What follows belongs to an exercise in optimizing a design on an open flow for small area, a short achievable clock period and few clock cycles; a production flow would make more cautious choices. In this exercise RTL edits were held to simulation tests only and were not proved equivalent to the original. Power is estimated from default activity; no workload was simulated.

`design/flow/config.mk`:
```
export PLATFORM = sky130hd
export DESIGN_NAME = brainfuck
export DESIGN_NICKNAME = brainfuck
export VERILOG_FILES = /design/flow/design.v
export SDC_FILE = /design/flow/constraint.sdc
export NUM_CORES = 4
export LEC_CHECK = 0
export CAP_MARGIN = 20
export CELL_PAD_IN_SITES_DETAIL_PLACEMENT = 1
export CORE_MARGIN = 2
export CORE_UTILIZATION = 40
export CTS_CLUSTER_DIAMETER = 90
export CTS_CLUSTER_SIZE = 28
export PLACE_DENSITY = 0.5
export SLEW_MARGIN = 40
```
`design/flow/constraint.sdc`:
```
create_clock -name core_clock -period 10.0 [get_ports {clk}]
set_input_delay 2.0000 -clock core_clock [delete_from_list [all_inputs] [get_ports {clk}]]
set_output_delay 2.0000 -clock core_clock [all_outputs]
set_load 0.01 [all_outputs]
```
`design/flow/design.v`:
```
module brainfuck(
  input clk,
  input rst,
  output [10:0] code_addr,
  input  [7:0]  code_data,
  output        out_valid,
  output [7:0]  out_data,
  input         out_ready,
  input         in_valid,
  input  [7:0]  in_data,
  output        in_ready,
  output        halted
);
localparam W = 4;    
localparam [3:0] OFF_MAX = W;
localparam [3:0] OFF_MIN = -W;
reg [10:0] pc;         
reg [10:0] pc_e;       
reg        v_e;        
reg        e_plus, e_minus, e_left, e_right, e_dot, e_comma, e_open, e_close, e_end;
reg        pred_e;     
reg        e_fsk;      
reg        skip;       
reg [3:0]  depth;      
reg        f1;         
reg        clrp;       
reg        halt_r;
reg        ov;
reg [7:0]  od;
reg        rst_q;      
reg        inr;        
reg        sel_r, sel_l, sel_a, sel_hw;
reg        rec_ok;
reg [3:0]  roff;                
reg [7:0]  dl [0:2*W];          
reg        rep;                 
reg [7:0]  nrem;                
localparam SD = 8;
reg [10:0] stk_n [0:SD-1];
reg [3:0]  vcnt;       
reg        bscan;      
localparam CB = 2, CN = 1 << CB;
reg [10-CB:0] ctag [0:CN-1];
reg [10:0]    ctgt [0:CN-1];
reg [CN-1:0]  cval;
reg [CB-1:0]  sidx;
localparam RM = 256 - 2*W - 1;
reg [7:0]  c0;
reg [7:0]  cr [1:W];
reg [7:0]  cl [1:W];
reg [7:0]  rg [0:RM-1];
reg        rq;         
reg        par;        
reg        shl, shr;   
wire d_plus  = code_data == 8'h2B;
wire d_minus = code_data == 8'h2D;
wire d_right = code_data == 8'h3E;
wire d_left  = code_data == 8'h3C;
wire d_dot   = code_data == 8'h2E;
wire d_comma = code_data == 8'h2C;
wire d_open  = code_data == 8'h5B;
wire d_close = code_data == 8'h5D;
wire d_end   = code_data == 8'hFF;
reg  f_nz, f_ff, f_one, f_r1, f_l1;
wire nz = f_nz;
reg  x_e;
wire ex = x_e;
wire bs = v_e & bscan;
wire v0 = vcnt != 4'd0;
wire v1 = vcnt[3:1] != 3'd0;
wire sk = v_e & skip;
wire [10:0] stk0 = ~stk_n[0];
wire [10:0] stk1 = ~stk_n[1];
wire hit = cval[pc_e[CB-1:0]] && ctag[pc_e[CB-1:0]] == pc_e[10:CB];
wire out_busy  = ov & ~out_ready;
wire stall     = ex & ((e_dot & out_busy) | (e_comma & ~in_valid) | (e_end & out_busy));
wire halt_now  = ex & e_end & ~out_busy;
wire unit_up    = dl[W] == 8'd1;
wire unit_dn    = dl[W] == 8'hFF;
wire simple     = rec_ok & roff == 4'd0 & (unit_up | unit_dn);
wire push       = ex & e_open & ~e_fsk & nz;
wire enter_skip = ex & e_open & ~e_fsk & ~nz & ~hit;
wire hit_jump   = ex & e_open & ~e_fsk & ~nz & hit;
wire c_clr      = ex & e_close & clrp;
wire c_fall     = ex & e_close & ~clrp & ~nz;
wire c_rep      = ex & e_close & ~clrp & nz & simple;
wire c_taken    = ex & e_close & ~clrp & nz & ~simple;
wire pop        = c_clr | c_fall | c_rep;
wire redir_top  = c_taken & ~pred_e & v0;
wire bs_start   = c_taken & ~pred_e & ~v0;
wire bs_found   = bs & e_open & depth == 4'd0;
wire redir_seq  = ((c_clr | c_fall) & pred_e) | c_rep;
wire redirect   = hit_jump | redir_top | redir_seq | bs_start | bs_found;
wire [10:0] pc_e1 = pc_e + 11'd1;
wire [10:0] rtarget = hit_jump ? ctgt[pc_e[CB-1:0]] : redir_top ? stk0 :
                      bs_start ? pc_e - 11'd1 : pc_e1;
wire apply   = sel_a;
wire rep_end = rep & nrem[7:1] == 7'd0;
wire dot_go  = ex & e_dot & ~out_busy;
wire in_take = inr & in_valid;
wire mv_r    = sel_r;
wire mv_l    = sel_l;
wire pred_ok   = ~skip & ~enter_skip & ~rep & ~bscan & ~inr & ~(ex & (e_plus | e_minus) & f1);
wire [7:0] c0_add = (ex & e_plus) ? 8'd1 :
                    (ex & e_minus) ? 8'hFF :
                    dl[W];
wire [7:0] c0_sum = c0 + c0_add;
wire nz_next   = rst_q ? 1'b0 :
                 mv_r ? f_r1 :
                 mv_l ? f_l1 :
                 (ex & e_plus) ? ~f_ff :
                 (ex & e_minus) ? ~f_one :
                 c_clr ? 1'b0 : nz;
wire hit_f     = cval[pc[CB-1:0]] && ctag[pc[CB-1:0]] == pc[10:CB];
wire top_ok    = push | (pop ? v1 : v0);
wire pred      = d_close & pred_ok & nz_next & top_ok;
wire fjump     = d_open & pred_ok & hit_f & ~nz_next;
wire [10:0] top_after = push ? pc : pop ? stk1 : stk0;
wire frozen    = halt_r | halt_now;
wire adv       = ~stall & ~redirect & ~frozen & (~rep | rep_end);
wire skip_exit  = sk & e_close & depth == 4'd0;
wire skip_next  = enter_skip | (skip & ~skip_exit);
wire noex_next  = skip_next | bs_start | (bscan & ~bs_found);
wire mvr_next   = adv & d_right & ~noex_next;
wire mvl_next   = adv & d_left & ~noex_next;
wire apply_next = c_rep ? c0[0] : (rep & ~rep_end & nrem[1]);
wire q_new = rst ? 1'b0 : ((shl | shr) & ~mv_r & ~mv_l) ? ~rq : rq;
always @(posedge clk) begin
  rq  <= q_new;
  par <= (shl | shr) ? ~par : 1'b1;
  shl <= ~rst & (mvr_next | (~mvl_next & q_new));
  shr <= ~rst & (mvl_next | (~mvr_next & ~q_new));
  sel_r  <= ~rst & mvr_next;
  sel_l  <= ~rst & mvl_next;
  sel_a  <= ~rst & apply_next;
  sel_hw <= ~rst & ~mvr_next & ~mvl_next & ~apply_next;
  if (rst | redirect) inr <= 1'b0;
  else if (adv) inr <= d_comma & ~noex_next;
end
always @(posedge clk) begin
  rst_q <= rst;
  if (rst) begin
    pc <= 11'd0;
    v_e <= 1'b0;
    pred_e <= 1'b0;
    skip <= 1'b0;
    depth <= 4'd0;
    f1 <= 1'b0;
    clrp <= 1'b0;
    halt_r <= 1'b0;
    ov <= 1'b0;
    rep <= 1'b0;
    rec_ok <= 1'b0;
    cval <= {CN{1'b0}};
    vcnt <= 4'd0;
    bscan <= 1'b0;
    x_e <= 1'b0;
  end else begin
    if (redirect) begin
      pc <= rtarget;
      v_e <= 1'b0;
      x_e <= 1'b0;
    end else if (adv) begin
      x_e <= ~noex_next;
      pc <= pred ? top_after : fjump ? ctgt[pc[CB-1:0]] : bscan ? pc - 11'd1 : pc + 11'd1;
      e_fsk <= fjump;
      pc_e <= pc;
      v_e <= 1'b1;
      pred_e <= pred;
      e_plus <= d_plus;   e_minus <= d_minus;
      e_left <= d_left;   e_right <= d_right;
      e_dot <= d_dot;     e_comma <= d_comma;
      e_open <= d_open;   e_close <= d_close;
      e_end <= d_end;
    end
    if (ex & ~stall) begin
      f1 <= push;
      clrp <= (e_plus | e_minus) & f1;
    end
    if (push) begin
      rec_ok <= 1'b1;
      roff <= 4'd0;
    end else if (ex & rec_ok) begin
      if (e_dot | e_comma | e_open | e_close) rec_ok <= 1'b0;
      if (e_right) begin
        if (roff == OFF_MAX) rec_ok <= 1'b0;
        else roff <= roff + 4'd1;
      end
      if (e_left) begin
        if (roff == OFF_MIN) rec_ok <= 1'b0;
        else roff <= roff - 4'd1;
      end
    end
    if (c_rep) begin
      rep <= 1'b1;
      nrem <= unit_dn ? c0 : 8'd0 - c0;
    end else if (rep) begin
      nrem <= nrem >> 1;
      if (rep_end) rep <= 1'b0;
    end
    if (enter_skip) begin
      skip <= 1'b1;
      depth <= 4'd0;
      sidx <= pc_e[CB-1:0];
      ctag[pc_e[CB-1:0]] <= pc_e[10:CB];
      cval[pc_e[CB-1:0]] <= 1'b0;
    end else if (sk) begin
      if (e_open) depth <= depth + 4'd1;
      else if (e_close) begin
        if (depth == 4'd0) begin
          skip <= 1'b0;
          ctgt[sidx] <= pc;
          cval[sidx] <= 1'b1;
        end else depth <= depth - 4'd1;
      end
    end
    if (bs_start) begin
      bscan <= 1'b1;
      depth <= 4'd0;
    end else if (bs) begin
      if (e_close) depth <= depth + 4'd1;
      else if (e_open) begin
        if (depth == 4'd0) bscan <= 1'b0;
        else depth <= depth - 4'd1;
      end
    end
    if (s_push) begin
      if (vcnt != SD) vcnt <= vcnt + 4'd1;
    end else if (s_pop) begin
      if (v0) vcnt <= vcnt - 4'd1;
    end
    if (halt_now) begin
      halt_r <= 1'b1;
      x_e <= 1'b0;
    end
    if (dot_go) begin
      ov <= 1'b1;
      od <= c0;
    end else if (out_ready) ov <= 1'b0;
  end
end
wire [2*W:0] here;
reg  [7:0]   dl_cur;
integer m;
always @* begin
  dl_cur = 8'd0;
  for (m = 0; m <= 2*W; m = m + 1)
    dl_cur = dl_cur | ({8{here[m]}} & dl[m]);
end
wire [7:0] dl_upd = dl_cur + {{7{e_minus}}, 1'b1};
wire       rec_w  = ex & rec_ok & (e_plus | e_minus);
genvar j;
generate for (j = 0; j <= 2*W; j = j + 1) begin : rd
  localparam [3:0] OFF = j - W;
  assign here[j] = roff == OFF;
  always @(posedge clk) begin
    if (push) dl[j] <= 8'd0;
    else if (rep) dl[j] <= dl[j] << 1;
    else if (rec_w & here[j]) dl[j] <= dl_upd;
  end
end endgenerate
wire s_push = push | bs_found;
wire s_pop  = pop;
wire s_hold = ~s_push & ~s_pop;
wire [10:0] push_val = bscan ? pc_e1 : pc;
always @(posedge clk) begin
  stk_n[0] <= ~(({11{s_hold}} & ~stk_n[0]) | ({11{s_push}} & push_val) | ({11{s_pop}} & ~stk_n[1]));
end
genvar q;
generate for (q = 1; q < SD; q = q + 1) begin : sk_e
  wire [10:0] below;
  if (q == SD - 1) begin : b0
    assign below = 11'd0;
  end else begin : bk
    assign below = ~stk_n[q + 1];
  end
  always @(posedge clk)
    stk_n[q] <= ~(({11{s_hold}} & ~stk_n[q]) | ({11{s_push}} & ~stk_n[q - 1]) | ({11{s_pop}} & below));
end endgenerate
wire [7:0] pm  = {8{par}};
wire [7:0] p5  = (rq ? rg[2] : rg[1]) ^ pm;    
wire [7:0] m5  = (rq ? rg[1] : rg[0]) ^ pm;    
wire [7:0] c0_d = rst_q ? 8'd0 :
                  mv_r ? cr[1] :
                  mv_l ? cl[1] :
                  ((ex & (e_plus | e_minus)) | apply) ? c0_sum :
                  in_take ? in_data :
                  c_clr ? 8'd0 : c0;
wire [7:0] cr1_d, cl1_d;
always @(posedge clk) begin
  c0    <= c0_d;
  f_nz  <= |c0_d;
  f_ff  <= &c0_d;
  f_one <= c0_d == 8'd1;
  f_r1  <= |cr1_d;
  f_l1  <= |cl1_d;
end
genvar n;
generate for (n = 1; n <= W; n = n + 1) begin : win
  wire [7:0] r_in = (n == W) ? p5 : cr[(n == W) ? n : n + 1];
  wire [7:0] r_lf = (n == 1) ? c0 : cr[(n == 1) ? n : n - 1];
  wire [7:0] l_in = (n == W) ? m5 : cl[(n == W) ? n : n + 1];
  wire [7:0] l_rt = (n == 1) ? c0 : cl[(n == 1) ? n : n - 1];
  wire [7:0] r_sum = cr[n] + dl[W + n];
  wire [7:0] l_sum = cl[n] + dl[W - n];
  wire [7:0] r_d = ({8{sel_r}} & r_in) | ({8{sel_l}} & r_lf) | ({8{sel_a}} & r_sum) | ({8{sel_hw}} & cr[n]);
  wire [7:0] l_d = ({8{sel_r}} & l_rt) | ({8{sel_l}} & l_in) | ({8{sel_a}} & l_sum) | ({8{sel_hw}} & cl[n]);
  always @(posedge clk) begin
    cr[n] <= r_d;
    cl[n] <= l_d;
  end
  if (n == 1) begin : nb
    assign cr1_d = r_d;
    assign cl1_d = l_d;
  end
end endgenerate
wire [7:0] r_l = {8{shl}};
wire [7:0] r_r = {8{shr}};
wire [7:0] to_m5 = cl[W] ^ ~pm;
wire [7:0] to_p5 = cr[W] ^ ~pm;
generate for (n = 0; n < RM; n = n + 1) begin : ring
  wire [7:0] nr = rg[(n + 1) % RM];
  wire [7:0] nl = rg[(n + RM - 1) % RM];
  if (n == 0) begin : j0
    always @(posedge clk)
      if (mv_r & ~rq) rg[n] <= to_m5;
      else rg[n] <= ~((r_l & nr) | (r_r & nl));
  end else if (n == 1) begin : j1
    always @(posedge clk)
      if (mv_r & rq) rg[n] <= to_m5;
      else if (mv_l & ~rq) rg[n] <= to_p5;
      else rg[n] <= ~((r_l & nr) | (r_r & nl));
  end else if (n == 2) begin : j2
    always @(posedge clk)
      if (mv_l & rq) rg[n] <= to_p5;
      else rg[n] <= ~((r_l & nr) | (r_r & nl));
  end else begin : jn
    always @(posedge clk)
      rg[n] <= ~((r_l & nr) | (r_r & nl));
  end
end endgenerate
assign code_addr = pc;
assign out_valid = ov;
assign out_data  = od;
assign in_ready  = inr;
assign halted    = halt_r;
endmodule
```
`design/flow/flow/run.sh`:
```
#!/bin/bash
set -euo pipefail
bash standard.sh \
  "BUFFER_PORTS_ARGS=-buffer_cell sky130_fd_sc_hd__buf_4" \
  "SETUP_SLACK_MARGIN=6.5" \
  finish > standard_flow.log 2>&1
```
`design/flow/standard.sh`:
```
#!/bin/bash
# synth_recipe.tcl (not shown) runs the flow's synth.tcl, then flattens the netlist and writes it again
# the make line also repeats each setting of config.mk as NAME=value (left out here)
make -C /OpenROAD-flow-scripts/flow DESIGN_CONFIG=/design/flow/config.mk WORK_HOME=/design/flow/orfs CLKGATE_MAP_FILE= SYNTH_SCRIPT=/design/flow/synth_recipe.tcl "${@:-finish}"
```
==> results_dict.tcl, run 1 <==
set metrics [dict create \
    route.antenna.remaining_nets 0 \
    top_level_ports 42 \
    fin_crit_sh_pct 35.7 \
    type_of_element_capturing_the_critical_path "register" \
    worst_slew_margin_rel_pct 43.3 \
    cts_buffers 110 \
    stdcell_area_um2 85800 \
    viasPerCell 5.80 \
    synth-seq-cells 2383 \
    cp.buffers_inverters 3 \
    synth_edf_count 122 \
    syn-mean-instance-area_um2 11.5 \
    total_neg_setup_slack_ns 0 \
    timing.critical_path.fanout_max 7 \
    setup_repair_after_global_routing_missed_its_margin "true" \
    fin_hold_viols 0 \
    floorplan.initialDensity_pct 40.3 \
    die_outline_height_um 448 \
    first_pass_grt_wire_length_um 290000 \
    clk-insertion-delay-late_ns 0.78 \
    period_needed_ns 3.57 \
    most_area_hungry_cell_type_in_the_yosys_netlist "sky130_fd_sc_hd__dfxtp_1" \
    dp_worst_setup_slack_ns 5.31 \
    finalHoldWorstSlack_ns 0.429 \
    cts-root-to-sink-buffers 3 \
    clk_root_buffer_cell "sky130_fd_sc_hd__clkbuf_16" \
    worst_hold_path_type "reg2reg" \
    detailedRoute.firstIterationViolations 4327 \
    count_of_input_and_output_buffers 41 \
    detail_route.wl_per_cell_um 19.4 \
    outcome "complete, no violations" \
    cp_top_family "compound AO/OA/AOI/OAI gates" \
    cp_cell_sequence "buf_6 -> ha_4 -> buf_8 -> buf_4 -> a222oi_1 -> o21ai_0 -> a21oi_1 -> o21ai_0 -> ha_1 -> a21o_1 -> a41oi_2 -> xnor2_2 -> nand2_2 -> o22ai_1" \
    layout-area-overhead-vs-synth_pct 8.96 \
    fill_cells 20500 \
    clock_sink_count 2383 \
    yosysWarningCount 6 \
    cp.required_ns 10.68 \
    dp_hpwl_um 111000 \
    routability_cong 0.882 \
    dominantRegCellSynth "sky130_fd_sc_hd__dfxtp_1" \
    worstSetupStartpointType "register" \
    dpl_cell_area_um2 81100 \
    worst_setup_hold_path_clk_slew_ns 0.10 \
    finalWorstSetupSlack_ns 6.43 \
    finish.net_count 6661 \
    rows 162 \
    layout-drive-gt1-share_pct 7.56 \
    grt_pass1_vias 53400 \
    synth_largest_type_area_fraction_pct 57.5 \
    critical_path_arrival_ns 4.25 \
    synthTopCellsByArea "sky130_fd_sc_hd__dfxtp_1, sky130_fd_sc_hd__a22oi_1, sky130_fd_sc_hd__edfxtp_1" \
    post_syn_instances 6855 \
    irDropWorstVdd_v 0.000185 \
    critPathKind "reg2reg" \
    slew_violations 0 \
    synth-seq-area-share_pct 62.1 \
    cts_hold_repair.buffers 0 \
    tritoncts "done" \
    max-cap-violations 0 \
    timing.critical_path.slowest_cell_delay_ns 0.49 \
    timing_worst_slew_pin_value_ns 0.850 \
    totalWireLength_um 179000 \
    antenna_found_initial 2 \
    timing.fmax_mhz 280 \
    ys_async_sr_fraction_pct 0 \
    critical_path.slowest_cell "sky130_fd_sc_hd__ha_1" \
    cellPowerDensity_nw_per_um2 350 \
    fin_skew_ns 0.0398 \
    grt_start_max_net_pins 224 \
    detailroute.via_count 53500 \
    setup-violations-final 0 \
    synthDistinctLibCells 86 \
    globalRouteTotalUtil_pct 17.2 \
    core_area_um2 195000 \
    synthesis.nets 6979 \
    detail_route.drc_violations 0 \
    die_width_um 448 \
    dr.pass1.iters 9 \
    h_tree_depth 3 \
    floorplan.die_area_um2 201000 \
    final_global_route_overflow_total 0 \
    summed_instance_area_of_the_synthesized_netlist_um2 78800 \
    cp_common_cell "sky130_fd_sc_hd__o21ai_0" \
    total_leakage_power_uw 0.0326 \
]
## sequential cells by signal (all words and copies together), names as in the netlist, 7 cells and up, named ones only
name and cells:
rg 1976, stk_n 88, dl 72, ctgt 44, ctag 36, cl 32, cr 32, pc 11
pc_e 11, c0 8, od 8, nrem 7
## metrics by stage
step                total power (uW)  util [%]  std cells
floorplan                      22000         -       6855
global route                   32200      43.9       9227
global placement               24000      41.3       8974
detailed placement             24500      41.5       8987
CTS                            30300      43.6       9195
finish                         30000      43.9       9227
## area by class of cell
| type | count | area [um2] | share of cell area [%] |
|---|---|---|---|
| Sequential cell | 2383 | 49000 | 57.1 |
| Clock buffer | 130 | 2980 | 3.47 |
| Timing Repair Buffer | 167 | 1790 | 2.09 |
| Multi-Input combinational cell | 3822 | 27800 | 32.4 |
| Antenna cell | 2 | 5.00 | 0.00583 |
| Tap cell | 2624 | 3280 | 3.82 |
| Clock inverter | 46 | 742 | 0.864 |
| Inverter | 53 | 205 | 0.239 |
## Yosys cell counts (all sizes together) (37+ instances only)
master and count:
a21oi 205, a222oi 62, a22oi 2022, buf 54, clkbuf 546, dfxtp 2261
edfxtp 122, ha 92, inv 52, mux2i 37, mux4 42, nand2 171
nand3 38, nor2 375, nor3 44, o21ai 120, o22ai 101, xnor2 97
xor2 60
## logic make-up (layout without fill, tap and decap cells)
family          count (synthesis)  count (layout)  synth area share [%]
compound gates               2718            2718                  25.2
xor+xnor                      157             158                  1.75
fa+ha+maj                     104             104                  1.77
buf+inv                       653             396                  3.14
flops                        2383            2383                  62.1
mux                            85              85                  1.76
other cells                     0               2                     0
simple gates                  755             757                  4.28
## worst register-to-register path, stage by stage, from the launching register on
cell                       delay, ns
sky130_fd_sc_hd__edfxtp_1       0.47
sky130_fd_sc_hd__buf_6          0.16
sky130_fd_sc_hd__ha_4           0.17
sky130_fd_sc_hd__buf_8          0.14
sky130_fd_sc_hd__buf_4          0.15
sky130_fd_sc_hd__a222oi_1       0.37
sky130_fd_sc_hd__o21ai_0        0.18
sky130_fd_sc_hd__a21oi_1        0.17
sky130_fd_sc_hd__o21ai_0        0.15
sky130_fd_sc_hd__ha_1           0.49
sky130_fd_sc_hd__a21o_1         0.24
sky130_fd_sc_hd__a41oi_2        0.21
sky130_fd_sc_hd__xnor2_2        0.18
sky130_fd_sc_hd__nand2_2        0.19
sky130_fd_sc_hd__o22ai_1        0.21
## layout by cell type, fill, tap and decap left out, drive strengths merged, types with 13 or more instances in the layout
master,instances
clkbuf,132
a211oi,15
a21oi,205
a222oi,62
mux2i,37
nor2,376
a311oi,20
mux4,42
clkinv,18
buf,165
nor3,44
edfxtp,122
a21o,20
o22ai,101
a221o,20
dfxtp,2261
nor4,14
nand2,172
ha,92
a22oi,2022
nand3,38
o21ai,120
and2,17
o21bai,27
a221oi,13
inv,68
xnor2,98
xor2,60
or3,17
## power breakdown
part	switching [uW]	internal [uW]
clock	3130	2470
combinational	4000	3440
sequential	2900	14100
## metal layers
metal  vias to the layer above  routed length (um)  track usage, %  share of wire, %
met5                         -                   0               0                 0
met4                         0                5190            4.88               2.9
met3                       240                5780            2.18               3.2
met2                       667               83300            28.3                46
met1                     27000               85000            23.8                47
li1                      25600                   -               -                 -
## repair_timing
item                                    CTS  global route
pin swaps                                19            12
endpoints found under the setup margin  206           104
resized for setup                        57            43
cloned                                    3             2
setup buffers                            29            23
## final timing paths
check                              from                     to  slack (ns)  cells after the start
setup / recovery  roff[1]$_SDFFCE_PP0P_  dl[7][7]$_SDFFE_PP0P_        6.43                     14
hold / removal       rg[115][3]$_DFF_P_     rg[116][3]$_DFF_P_        0.43                      1
setup reg to reg  roff[1]$_SDFFCE_PP0P_  dl[7][7]$_SDFFE_PP0P_        6.43                     14
hold reg to reg      rg[115][3]$_DFF_P_     rg[116][3]$_DFF_P_        0.43                      1
Testbench counts, summed over its fixed seeds: cycles 316,232.
==> run 2: changes to the inputs <==
--- a/design/flow/design.v
+++ b/design/flow/design.v
@@ -32,6 +32,7 @@
 reg        sel_r, sel_l, sel_a, sel_hw;
 reg        rec_ok;
 reg [3:0]  roff;                
+reg [2*W:0] roh;                
 reg [7:0]  dl [0:2*W];          
 reg        rep;                 
 reg [7:0]  nrem;                
@@ -180,15 +181,22 @@
     if (push) begin
       rec_ok <= 1'b1;
       roff <= 4'd0;
+      roh <= {{W{1'b0}}, 1'b1, {W{1'b0}}};
     end else if (ex & rec_ok) begin
       if (e_dot | e_comma | e_open | e_close) rec_ok <= 1'b0;
       if (e_right) begin
         if (roff == OFF_MAX) rec_ok <= 1'b0;
-        else roff <= roff + 4'd1;
+        else begin
+          roff <= roff + 4'd1;
+          roh <= roh << 1;
+        end
       end
       if (e_left) begin
         if (roff == OFF_MIN) rec_ok <= 1'b0;
-        else roff <= roff - 4'd1;
+        else begin
+          roff <= roff - 4'd1;
+          roh <= roh >> 1;
+        end
       end
     end
     if (c_rep) begin
@@ -252,7 +260,7 @@
 genvar j;
 generate for (j = 0; j <= 2*W; j = j + 1) begin : rd
   localparam [3:0] OFF = j - W;
-  assign here[j] = roff == OFF;
+  assign here[j] = roh[j];
   always @(posedge clk) begin
     if (push) dl[j] <= 8'd0;
     else if (rep) dl[j] <= dl[j] << 1;
==> run 2 against run 1 <==
Still clean. Clock skew fell by 0.0083 ns. Die area rose by 0.54%. Final cell count rose by 0.96%. Hold slack got worse by 0.0061 ns. Global-route usage fell by 0.59 points. Routed wire length fell by 2.6%. Total power rose by 0.45%. Maximum frequency fell by 3.9%. First-iteration DRC count fell by 5.8%. Sequential share of layout area rose by 0.33 points. Critical path type is now in2reg. Largest power group unchanged. Highest routed layer unchanged.
==> results_dict.tcl, run 2 <==
set metrics [dict create \
    detailroute.via_count 53400 \
    rows 163 \
    cts_hold_repair.buffers 0 \
    critical_path_arrival_ns 4.38 \
    commonest_cells_after_routing_fill_and_taps_aside "sky130_fd_sc_hd__dfxtp_1, sky130_fd_sc_hd__a22oi_1, sky130_fd_sc_hd__nor2_1" \
    worst_hold_path_type "reg2reg" \
    outcome "complete, no violations" \
    finalWorstSetupSlack_ns 6.28 \
    dp_worst_setup_slack_ns 5.18 \
    max-cap-violations 0 \
    rrSetupSlack_ns 6.43 \
    dp_hpwl_um 109000 \
    route.antenna.remaining_nets 0 \
    cts-root-to-sink-buffers 3 \
    globalRouteTotalUtil_pct 16.6 \
    worstSetupStartpointType "input pin" \
    timing.critical_path.fanout_max 3 \
    summed_instance_area_of_the_synthesized_netlist_um2 79200 \
    detail_route.drc_violations 0 \
    hold_path_depth 1 \
    power.clock.fraction_pct 18.4 \
    synthesis.nets 7082 \
    final_global_route_overflow_total 0 \
    clock_sink_count 2392 \
    layout-drive-gt1-share_pct 6.83 \
    synth-seq-cells 2392 \
    detailedRoute.firstIterationViolations 4078 \
    die_width_um 449 \
    setup-violations-final 0 \
    netlist_top_cells_count "sky130_fd_sc_hd__dfxtp_1, sky130_fd_sc_hd__a22oi_1, sky130_fd_sc_hd__clkbuf_1" \
    grt_start_max_net_pins 234 \
    comb_power_share_pct 26.3 \
    ys_async_sr_fraction_pct 0 \
    h_tree_depth 3 \
    detail_route.wl_per_cell_um 18.7 \
    tritoncts "done" \
    total_leakage_power_uw 0.0324 \
    viasPerCell 5.73 \
    synth_largest_type_area_fraction_pct 57.1 \
    irDropWorstVdd_v 0.000286 \
    core_area_um2 197000 \
    synth-seq-area-share_pct 62.1 \
    cellPowerDensity_nw_per_um2 352 \
    timing_worst_slew_pin_value_ns 0.933 \
    critPathKind "in2reg" \
    p_sw_uw 10300 \
    most_area_hungry_cell_type_in_the_yosys_netlist "sky130_fd_sc_hd__dfxtp_1" \
    top_register "rg" \
    grt_pass1_vias 53800 \
    synth_edf_count 131 \
    r2r-end "pc[7]$_SDFFE_PP0N_" \
    type_of_element_capturing_the_critical_path "register" \
    worst_setup_hold_path_clk_slew_ns 0.11 \
    setup_repair_after_global_routing_missed_its_margin "true" \
    clk_root_buffer_cell "sky130_fd_sc_hd__clkbuf_16" \
    synthTopCellsByArea "sky130_fd_sc_hd__dfxtp_1, sky130_fd_sc_hd__a22oi_1, sky130_fd_sc_hd__edfxtp_1" \
    finalHoldWorstSlack_ns 0.423 \
    synth_most_common_cell "sky130_fd_sc_hd__dfxtp_1" \
    hold_path.startpoint "rg[10][4]$_DFF_P_" \
    clk-insertion-delay-late_ns 0.80 \
    largestRegisters "rg (1976), stk_n (88), dl (72)" \
    floorplan.initialDensity_pct 40.2 \
    max_ffs_per_register 1976 \
    dominantRegCellSynth "sky130_fd_sc_hd__dfxtp_1" \
    switching_share_pct 34.1 \
    cts_buffers 111 \
    synthDistinctLibCells 77 \
    antenna_found_initial 2 \
    fin_skew_ns 0.0315 \
    die_outline_height_um 449 \
    layout-area-overhead-vs-synth_pct 8.32 \
    totalWireLength_um 175000 \
    floorplan.die_area_um2 202000 \
    fin_crit_sh_pct 37.2 \
    yosysWarningCount 6 \
    worst_hold_end "rg[11][4]$_DFF_P_" \
    post_syn_instances 6960 \
    dr.pass1.iters 9 \
    ff2ff_path_depth 10 \
    routability_cong 0.854 \
    syn-mean-instance-area_um2 11.4 \
    layout.cells.most_common "sky130_fd_sc_hd__dfxtp_1" \
    finish.net_count 6732 \
    total_neg_setup_slack_ns 0 \
    top_level_ports 42 \
    period_needed_ns 3.72 \
    internal_power_uw 19900 \
    fin_hold_viols 0 \
    seq_power_share_pct 55.3 \
    first_pass_grt_wire_length_um 287000 \
    cp.required_ns 10.66 \
    worst_slew_margin_rel_pct 37.8 \
    slew_violations 0 \
    count_of_input_and_output_buffers 41 \
    timing.fmax_mhz 269 \
]
-- run 2: kinds of logic (layout without fill, tap and decap cells) --
| kind of cell | count (synthesis) | count (layout) | share of synthesized area [%] |
|---|---|---|---|
| multiplexers | 90 | 90 | 1.79 |
| adder cells (fa/ha/maj) | 102 | 102 | 1.72 |
| buffers and inverters | 675 | 390 | 3.22 |
| AND/OR/NAND/NOR | 859 | 859 | 4.70 |
| flip-flops | 2392 | 2392 | 62.1 |
| XOR/XNOR | 154 | 154 | 1.70 |
| other | 0 | 1 | 0 |
| AO/OA/AOI/OAI | 2688 | 2688 | 24.8 |
-- run 2: power groups by stage --
stage                     Clock [uW]  Sequential [uW]  Combinational (uW)
after floorplan                    0            15800                6370
after global placement             0            16800                7410
after detailed placement           0            16900                7820
after CTS                       5820            16700                7940
after global routing            6170            17200                8970
final                           5560            16700                7930
-- run 2: layout make-up --
class,instances,area (um2)
flip-flops and latches,2392,49200
clock inverters,53,791
well taps,2640,3300
inverters,60,230
diodes,1,2.50
repair buffers,152,1490
clock buffers,125,2950
fillers,20600,111000
multi-input cells,3893,27800
-- run 2: how the worst max path moves through the flow --
stage | start | endpoint | slack, ns | cells after the start
detailed placement | code_data[5] | pc[7]$_SDFFE_PP0N_ | 5.18 | 9
floorplan | code_data[5] | pc[7]$_SDFFE_PP0N_ | 5.70 | 9
global route | code_data[5] | pc[3]$_SDFFE_PP0N_ | 6.22 | 11
CTS | code_data[5] | pc[7]$_SDFFE_PP0N_ | 6.39 | 10
global placement | code_data[5] | pc[7]$_SDFFE_PP0N_ | 5.28 | 10
finish | code_data[5] | pc[7]$_SDFFE_PP0N_ | 6.28 | 10
-- run 2: metrics by stage --
stage	total power (uW)	instance area, um2	util [%]	cells
2_1_floorplan	22100	79300	-	6960
3_3_place_gp	24200	81200	41.2	9097
3_5_place_dp	24700	81400	41.3	9099
4_1_cts	30500	85400	43.3	9289
5_1_grt	32400	85800	43.6	9316
6_report	30200	85800	43.6	9316
-- run 2: worst max-delay path, stage by stage --
cell and delay (ns):
sky130_fd_sc_hd__buf_6 0.10, sky130_fd_sc_hd__or4bb_4 0.57, sky130_fd_sc_hd__a211oi_4 0.22, sky130_fd_sc_hd__nand4b_1 0.12
sky130_fd_sc_hd__or4_4 0.47, sky130_fd_sc_hd__a211oi_4 0.25, sky130_fd_sc_hd__a22o_1 0.18, sky130_fd_sc_hd__a22o_1 0.12
sky130_fd_sc_hd__nand2_1 0.05, sky130_fd_sc_hd__a311oi_1 0.30
-- run 2: layer usage --
metal	up-vias	wire length [um]	track usage, %
met2	610	81400	27.4
met5	-	0	0
met1	26900	84200	23.1
li1	25700	-	-
met3	172	5560	1.99
met4	0	3360	4.44
-- run 2: timing repair --
item / 4_1_cts / 5_1_grt
pin swaps: 6 / 13
resized for setup: 51 / 25
endpoints found under the setup margin: 79 / 51
buffers inserted: 12 / 22
Testbench counts of run 2, summed over its fixed seeds: cycles 316,232.
==> run 3: changes to the inputs <==
--- a/design/flow/design.v
+++ b/design/flow/design.v
@@ -118,7 +118,18 @@
 wire fjump     = d_open & pred_ok & hit_f & ~nz_next;
 wire [10:0] top_after = push ? pc : pop ? stk1 : stk0;
 wire frozen    = halt_r | halt_now;
-wire adv       = ~stall & ~redirect & ~frozen & (~rep | rep_end);
+wire adv_r     = ~redirect & ~frozen & (~rep | rep_end);
+wire adv       = ~stall & adv_r;
+wire [10:0] pc_hold = redirect ? rtarget : pc;
+wire [10:0] pc_top  = adv_r ? top_after : pc_hold;
+wire [10:0] pc_ct   = adv_r ? ctgt[pc[CB-1:0]] : pc_hold;
+wire [10:0] pc_seq  = adv_r ? (bscan ? pc - 11'd1 : pc + 11'd1) : pc_hold;
+wire c_top = pred_ok & nz_next & top_ok;
+wire c_ct  = pred_ok & hit_f & ~nz_next;
+wire [10:0] pc_d = stall ? pc :
+                   (d_close & c_top) ? pc_top :
+                   (d_open & c_ct) ? pc_ct : pc_seq;
+always @(posedge clk) pc <= rst ? 11'd0 : pc_d;
 wire skip_exit  = sk & e_close & depth == 4'd0;
 wire skip_next  = enter_skip | (skip & ~skip_exit);
 wire noex_next  = skip_next | bs_start | (bscan & ~bs_found);
@@ -141,7 +152,6 @@
 always @(posedge clk) begin
   rst_q <= rst;
   if (rst) begin
-    pc <= 11'd0;
     v_e <= 1'b0;
     pred_e <= 1'b0;
     skip <= 1'b0;
@@ -158,12 +168,10 @@
     x_e <= 1'b0;
   end else begin
     if (redirect) begin
-      pc <= rtarget;
       v_e <= 1'b0;
       x_e <= 1'b0;
     end else if (adv) begin
       x_e <= ~noex_next;
-      pc <= pred ? top_after : fjump ? ctgt[pc[CB-1:0]] : bscan ? pc - 11'd1 : pc + 11'd1;
       e_fsk <= fjump;
       pc_e <= pc;
       v_e <= 1'b1;
==> run 3 against run 2 <==
Routed wire length increased by 6.4%. Design area up 0.40%. Total power grew 0.71%. First-iteration DRC count up 5.8%. Critical path type unchanged. Critical endpoint is now pc[3]$_SDFFE_PP0N_. Largest power group unchanged.
==> results_dict.tcl, run 3 <==
set metrics [dict create \
    outcome "complete, no violations" \
    critPathKind "in2reg" \
    detail_route.drc_violations 0 \
    worst_hold_path_type "reg2reg" \
    yosysWarningCount 6 \
    synth_most_common_cell "sky130_fd_sc_hd__dfxtp_1" \
    synthDistinctLibCells 84 \
    netlist_top_cells_count "sky130_fd_sc_hd__dfxtp_1, sky130_fd_sc_hd__a22oi_1, sky130_fd_sc_hd__clkbuf_1" \
    dr.pass1.iters 8 \
    timing.critical_path.fanout_max 7 \
    synth-seq-cells 2392 \
    worst_setup_hold_path_clk_slew_ns 0.11 \
    dominantRegCellSynth "sky130_fd_sc_hd__dfxtp_1" \
    period_needed_ns 3.52 \
    route.antenna.remaining_nets 0 \
    viasPerCell 5.81 \
    setup-violations-final 0 \
    floorplan.die_area_um2 202000 \
    max-cap-violations 0 \
    post_syn_instances 6924 \
    slew_violations 0 \
    final_global_route_overflow_total 0 \
    tritoncts "done" \
    detailedRoute.firstIterationViolations 4314 \
    core_area_um2 197000 \
    die_width_um 450 \
    finish.net_count 6702 \
    count_of_input_and_output_buffers 41 \
    grt_start_max_net_pins 204 \
    detail_route.wl_per_cell_um 20.0 \
    area_occupied_by_registers_um2 49300 \
    cts_buffers 111 \
    top_register "rg" \
    antenna_found_initial 1 \
    dp_hpwl_um 116000 \
    timing.fmax_mhz 284 \
    globalRouteTotalUtil_pct 17.6 \
    area_occupied_by_multi_input_gates_um2 28100 \
    clk_root_buffer_cell "sky130_fd_sc_hd__clkbuf_16" \
    clk-insertion-delay-late_ns 0.79 \
    h_tree_depth 3 \
    rows 163 \
    synth_edf_count 131 \
    clock_sink_count 2392 \
    worstSetupStartpointType "input pin" \
    die_outline_height_um 450 \
    totalWireLength_um 186000 \
    cts-root-to-sink-buffers 3 \
    fin_crit_sh_pct 35.2 \
    commonest_cells_after_routing_fill_and_taps_aside "sky130_fd_sc_hd__dfxtp_1, sky130_fd_sc_hd__a22oi_1, sky130_fd_sc_hd__nor2_1" \
    routability_cong 0.868 \
    detailroute.via_count 53900 \
    cellPowerDensity_nw_per_um2 353 \
    irDropWorstVdd_v 0.000310 \
    first_pass_grt_wire_length_um 297000 \
    synthesis.nets 7046 \
    top_level_ports 42 \
    critical_path_arrival_ns 4.15 \
    most_area_hungry_cell_type_in_the_yosys_netlist "sky130_fd_sc_hd__dfxtp_1" \
    cp.required_ns 10.63 \
    fill_cells 20600 \
    total_leakage_power_uw 0.0327 \
    timing_worst_slew_pin_value_ns 0.879 \
    floorplan.initialDensity_pct 40.3 \
    layout-drive-gt1-share_pct 7.05 \
    total_power_uw 30400 \
    setup_repair_after_global_routing_missed_its_margin "true" \
    synth-seq-area-share_pct 62.0 \
    grt_pass1_vias 53500 \
    layout-area-overhead-vs-synth_pct 8.49 \
    max_ffs_per_register 1976 \
    synthTopCellsByArea "sky130_fd_sc_hd__dfxtp_1, sky130_fd_sc_hd__a22oi_1, sky130_fd_sc_hd__edfxtp_1" \
    worst_slew_margin_rel_pct 41.4 \
    synth_largest_type_area_fraction_pct 57.0 \
    syn-mean-instance-area_um2 11.5 \
    total_neg_setup_slack_ns 0 \
    ys_async_sr_fraction_pct 0 \
    layout.cells.most_common "sky130_fd_sc_hd__dfxtp_1" \
    fin_skew_ns 0.0332 \
    fin_hold_viols 0 \
    type_of_element_capturing_the_critical_path "register" \
    summed_instance_area_of_the_synthesized_netlist_um2 79400 \
    largestRegisters "rg (1976), stk_n (88), dl (72)" \
]
==> run 3: cell types whose count changed after synthesis, sizes merged, moves of 10 or more <==
cell	delta
nand2	-155
nor2	+52
mux2	+23
o21ai	+18
or3	-12
and2	+10
o22ai	-10
o32ai	+10
xnor2	+10
==> run 3: timing repair <==
action	CTS	global route
pin swaps	5	9
hold buffers	0	0
gates resized for setup	30	40
setup buffers	13	22
gates cloned	0	3
setup endpoints to repair	76	185
==> run 3: path summary, 6_finish.rpt <==
kind	from	end	slack [ns]	depth (start not counted)
hold reg to reg	rg[185][7]$_DFF_P_	rg[184][7]$_DFF_P_	0.43	1
setup reg to reg	register	pc[3]$_SDFFE_PP0N_	6.59	9
setup / recovery	code_data[5]	pc[3]$_SDFFE_PP0N_	6.48	10
hold / removal	rg[185][7]$_DFF_P_	rg[184][7]$_DFF_P_	0.43	1
==> run 3: critical path, cell delays in order <==
cell and delay, ns:
sky130_fd_sc_hd__buf_6 0.09, sky130_fd_sc_hd__nand4bb_4 0.23, sky130_fd_sc_hd__or3b_4 0.41, sky130_fd_sc_hd__nor3_4 0.15, sky130_fd_sc_hd__o2111ai_4 0.15, sky130_fd_sc_hd__a2111oi_4 0.28, sky130_fd_sc_hd__buf_6 0.22, sky130_fd_sc_hd__mux2_4 0.31
sky130_fd_sc_hd__a211oi_2 0.21, sky130_fd_sc_hd__a211oi_2 0.09
==> run 3: power by group <==
| group | switching [uW] | internal, uW | total [uW] |
|---|---|---|---|
| logic | 4190 | 3580 | 7770 |
| clock network | 3190 | 2280 | 5470 |
| registers | 3020 | 14100 | 17100 |
==> run 3: logic make-up (layout without fill, tap and decap cells) <==
kind of cell	count (synthesis)	after routing	synth area share, %
AO/OA/AOI/OAI	2712	2712	24.9
flip-flops	2392	2392	62.0
AND/OR/NAND/NOR	768	769	4.29
buffers and inverters	675	384	3.21
XOR/XNOR	157	158	1.73
multiplexers	118	118	2.16
adder cells (fa/ha/maj)	102	102	1.72
other	0	2	0
==> run 3: area by class of cell <==
type / count / share of cell area (%)
clock buffer: 125 / 3.43
timing repair buffer: 158 / 1.98
sequential: 2392 / 57.2
inverter: 58 / 0.253
antenna: 2 / 0.00581
multi-input combinational: 3859 / 32.6
tap: 2640 / 3.83
clock inverter: 43 / 0.749
==> run 3: metrics by stage <==
step           util [%]  hold WS (ns)  std cells  instance area, um2  setup WS [ns]
6_report           43.7         0.431       9277               86100           6.48
2_1_floorplan         -         0.415       6924               79500           5.92
4_1_cts            43.4         0.434       9246               85700           6.44
3_5_place_dp       41.5         0.427       9065               81800           4.65
3_3_place_gp       41.3         0.426       9054               81500           4.69
5_1_grt            43.7         0.450       9276               86100           6.42
==> run 3: metal layers <==
metal,GRT usage (%),vias up,wire (um)
met5,0,-,0
met3,1.99,229,6530
met4,5.40,0,5000
li1,-,25700,-
met1,24.5,27200,88400
met2,28.5,796,85800
Testbench counts of run 3, summed over its fixed seeds: cycles 316,232.

==> what the ideal ports hide <==
The flow's constraints put no driver on any port. The routed layouts listed below were extracted and timed again, unchanged, in two steps. Step 1 (the two cells are an assumption about what drives the block):
set clk [get_ports {clk}]
set_driving_cell -lib_cell sky130_fd_sc_hd__clkbuf_16 $clk
set_driving_cell -lib_cell sky130_fd_sc_hd__buf_2 [delete_from_list [all_inputs] $clk]
Step 2 times the ports against the registers' clock, not the clock port: input delays grow and output delays shrink by t, the midpoint of the rising clock arrivals with the driver on. Slacks: no drivers / after step 1 / after step 2; pairs: no drivers / after step 1.
run | shift t [ns] | setup WS [ns] | worst setup path after step 2
run 1 | 0.842 | 6.428 / 6.428 / 5.779 | input to register
run 2 | 0.855 | 6.283 / 6.322 / 5.468 | input to register
run 3 | 0.855 | 6.482 / 6.506 / 5.675 | input to register
After both steps setup and hold are still met in every run listed. The setup slack of run 2, which loses most, moves by +0.039 ns with the drivers and by -0.815 ns with both steps.
